This design comes from an exercise in tuning for small area, a short achievable clock period and few clock cycles per item on the open sky130 flow, not from production work.
In this exercise RTL edits were held to simulation tests only and were not proved equivalent to the original.

--- design.v ---
module popcount #(
    parameter int unsigned INPUT_WIDTH = 256,
    localparam int unsigned PopcountWidth = $clog2(INPUT_WIDTH)+1
) (
    input logic [INPUT_WIDTH-1:0]     data_i,
    output logic [PopcountWidth-1:0] popcount_o
);
   localparam int unsigned PaddedWidth = 1 << $clog2(INPUT_WIDTH);
   logic [PaddedWidth-1:0]           padded_input;
   logic [PopcountWidth-2:0]         left_child_result, right_child_result;
   always_comb begin
     padded_input = '0;
     padded_input[INPUT_WIDTH-1:0] = data_i;
   end
   if (INPUT_WIDTH == 1) begin : single_node
     assign left_child_result  = 1'b0;
     assign right_child_result = padded_input[0];
   end else if (INPUT_WIDTH == 2) begin : leaf_node
     assign left_child_result  = padded_input[1];
     assign right_child_result = padded_input[0];
   end else begin : non_leaf_node
     popcount #(.INPUT_WIDTH(PaddedWidth / 2))
         left_child(
                    .data_i(padded_input[PaddedWidth-1:PaddedWidth/2]),
                    .popcount_o(left_child_result));
     popcount #(.INPUT_WIDTH(PaddedWidth / 2))
         right_child(
                     .data_i(padded_input[PaddedWidth/2-1:0]),
                     .popcount_o(right_child_result));
   end
   assign popcount_o = left_child_result + right_child_result;
endmodule : popcount
module popcount256 (
  input  logic         clk_i,
  input  logic         rst_ni,
  input  logic         valid_i,
  input  logic [255:0] data_i,
  output logic         valid_o,
  output logic [8:0]   popcount_o
);
  logic [8:0] count;
  popcount #(.INPUT_WIDTH(256)) u_popcount (
    .data_i    (data_i),
    .popcount_o(count)
  );
  always_ff @(posedge clk_i or negedge rst_ni) begin
    if (!rst_ni) begin
      valid_o <= 1'b0;
    end else begin
      valid_o <= valid_i;
    end
  end
  always_ff @(posedge clk_i) begin
    popcount_o <= count;
  end
endmodule
--- run.sh ---
#!/bin/bash
# synth_recipe.tcl (not shown) runs the flow's synth.tcl, then flattens the netlist and writes it again
# the make line also repeats each setting of config.mk as NAME=value (left out here)
make -C /OpenROAD-flow-scripts/flow DESIGN_CONFIG=/design/flow/config.mk WORK_HOME=/design/flow/orfs CLKGATE_MAP_FILE= SYNTH_SCRIPT=/design/flow/synth_recipe.tcl finish
--- config.mk ---
export PLATFORM = sky130hd
export DESIGN_NAME = popcount256
export DESIGN_NICKNAME = popcount256
export VERILOG_FILES = /design/flow/design.v
export SDC_FILE = /design/flow/constraint.sdc
export NUM_CORES = 4
export LEC_CHECK = 0
export CAP_MARGIN = 20
export CORE_MARGIN = 2
export CORE_UTILIZATION = 40
export SLEW_MARGIN = 20
--- constraint.sdc ---
create_clock -name core_clock -period 9.5 [get_ports {clk_i}]
set_input_delay 1.9000 -clock core_clock [delete_from_list [all_inputs] [get_ports {clk_i}]]
set_output_delay 1.9000 -clock core_clock [all_outputs]
set_load 0.01 [all_outputs]
==> run notes <==
[routing by layer]
layer,track usage,vias up
met5,0,-
met4,0.0178,0
met3,0.0248,11
met2,0.288,137
met1,0.210,2255
li1,-,2279
[kinds of logic (layout without fill, tap and decap cells)]
kind of cell / Yosys count / count (layout)
AO/OA/AOI/OAI: 9 / 9
XOR/XNOR: 6 / 6
adder cells (fa/ha/maj): 281 / 281
buffers and inverters: 363 / 638
flip-flops: 10 / 10
AND/OR/NAND/NOR: 11 / 11
[worst paths after layout]
check,start,to,slack [ns],cells past startpoint
worst min-delay path,rst_ni,valid_o,1.80,1
max in group asynchronous,rst_ni,valid_o,7.60,1
min in group core_clock,valid_i,valid_o,2.10,1
worst max-delay path,data_i[149],popcount_o[7],0.36,24
[state kept, by name, indices dropped and copies added, names as in the netlist]
| name | flops |
|---|---|
| popcount_o | 9 |
| valid_o | 1 |
[synthesized netlist by cell type]
cell / n / area [sq um]
inv_1: 363 / 1360
fa_1: 242 / 4840
ha_1: 39 / 488
dfxtp_1: 9 / 180
xnor2_1: 5 / 43.8
a21oi_1: 4 / 20.0
nor2_1: 4 / 15.0
nand2_1: 3 / 11.3
nor2b_1: 2 / 12.5
a21oi_2: 1 / 8.76
a311oi_2: 1 / 15.0
dfrtp_1: 1 / 25.0
nor3b_2: 1 / 12.5
nor4bb_1: 1 / 10.0
o21a_1: 1 / 7.51
o21ai_0: 1 / 5.00
o21ai_1: 1 / 5.00
xor2_1: 1 / 8.76
[metrics by stage]
stage / cell area, sq um / hold slack [ns]
2_1_floorplan: 7080 / 1.60
3_3_place_gp: 10100 / 2.05
3_5_place_dp: 10100 / 2.05
4_1_cts: 10200 / 1.80
5_1_grt: 10200 / 1.81
6_report: 10200 / 1.80
[layout make-up]
class,count,area share
Tap cell,225,0.0276
Sequential cell,10,0.0201
Timing Repair Buffer,271,0.265
Multi-Input combinational cell,307,0.545
Inverter,363,0.134
Clock buffer,4,0.00871
[worst max-delay path, stage by stage]
cell and delay [ns]:
clkdlybuf4s50_1 0.45, inv_1 0.05, fa_1 0.52, inv_1 0.05, fa_1 0.39, fa_1 0.57, fa_1 0.45, fa_2 0.57
inv_1 0.05, fa_1 0.48, inv_1 0.06, fa_1 0.54, fa_1 0.45, fa_1 0.52, fa_1 0.55, inv_1 0.06
fa_1 0.55, inv_1 0.05, ha_1 0.27, a21oi_1 0.12, nor2b_1 0.08, a311oi_2 0.29, a21oi_2 0.10, xor2_1 0.15
[what timing repair did]
| action | 4_1_cts | 5_1_grt |
|---|---|---|
| gates resized for setup | 0 | 12 |
| setup buffers | 0 | 0 |
| hold buffers | 0 | 0 |
| endpoints found under the hold margin | 0 | 0 |
| endpoints found under the setup margin | 0 | 3 |
==> impl_metrics.toml <==
[synth]
synth_cell_types = 18
syn_avg_cell_area_sq_um = 10.4
synth_compound_area_frac = 0.00866
synthesis.instances = 680
synth-simple-area-share = 0.00866
synthMuxAreaShare = 0
ys_warn_count = 9
ys_seq_elements = 10
synth_fa_ha_area_frac = 0.754
syn-cell-area_sq_mm = 0.00708
syn-num-nets = 1220
synth_top_family_by_area = "adder cells"
ys_seq_area_frac = 0.0290
synthXorXnorAreaFrac = 0.00743

[sta]
min_period_ns = 9.14
final-setup-viol-count = 0
worst_slew_pin_slew_ns = 0.312
max_freq_mhz = 109
finalHoldViolations = 0
period_share = 0.962
maxSlewViolCount = 0
fin_ws_ns = 0.362
slew_headroom = 0.792
fin_tns_setup_ns = 0

[finish]
areaGrowthSynthToFinish_pct = 44.1
finalNetCount = 1496
final_cells = 1180
antennaDiodeCount = 0
layout_commonest_cell = "inv_1"
seq_area_sq_um = 205
multi_input_area_sq_mm = 0.00555
final_util = 0.589
num-fill-cells = 1553
layout-drive-gt1-share = 0.0230
final_cell_mix = "inv_1, clkdlybuf4s50_1, fa_1, ha_1, dfxtp_1"

[die]
initial_core_util = 0.409
dieArea_sq_mm = 0.0188
ios = 269
num_rows = 48
die_y_um = 137
die_w_um = 137
core_sq_mm = 0.0173

[run_status]
status = "finished clean"

[placed_design]
place_hpwl_um = 14300
dp_cells = 1176
portBuffers = 268
globalplace.congestion = 0.773
post-place-ws_ns = -0.133

[routing]
wl_per_cell_um = 12.0
top_layer = "met4"
finalWirelength_um = 14100
vias = 4682
final_antenna_net_count = 0
drc = 0
wl_met1_um = 5720
routed_via_density = 3.97
detail_route.first_pass.iterations = 4
wl_met2_um = 7300
met3_length_um = 943
drt_iter0_drc = 59

[global_route]
grt_start_max_net_pins = 7
gr-total-overflow = 0
grt_pass1_wl_um = 23900
grt_pass1_vias = 5456
antenna_found_initial = 0
grtUsageTotal = 0.160

[critical_path]
worst_setup_path_end_kind = "register"
crit_fanout = 2
arrival_ns = 9.26
required_ns = 9.62
crit_type = "input pin to register"
cp-start-kind = "input pin"

[clocking]
cts-root-buf = "clkbuf_16"
clk_path_buf_depth = 2
clkSinkCount = 10
htree_levels = 1
cts.reportedPaths.clkPinSlew_ns = 0.04
cts_tree = "yes"
cts_made_buffers = 3

[job]
drv_cap = 0

[min_path]
hold_path.class = "input pin to asynchronous set/reset pin"
Testbench counts, summed over its fixed seeds: cycles 16,000, items 16,000.

==> port drivers added, routing unchanged <==
No port has a modelled driver above. Below, the same layout with a new extraction and two added sets of constraints.
Step 1 sets driving cells, clkbuf_16 on the clock port and buf_2 on the other inputs (assumed; they add their load-dependent delay and slew).
Step 2 adds t to the input delays and takes it off the output delays; t is the mean of the earliest and latest rising clock arrival at the registers after step 1. Input paths then give back, and output paths get back, about the clock's delay inside the block.
Three values: no drivers, after step 1, after step 2; two values: the first two.
shift t [ns]: 0.261
slack for setup (ns): 0.362 / 0.365 / 0.104
slew at the worst register clock pin (ns): 0.04 / 0.04
After both steps this run still meets setup and hold. The setup slack of this run moves by +0.003 ns with the drivers and by -0.258 ns with both steps.
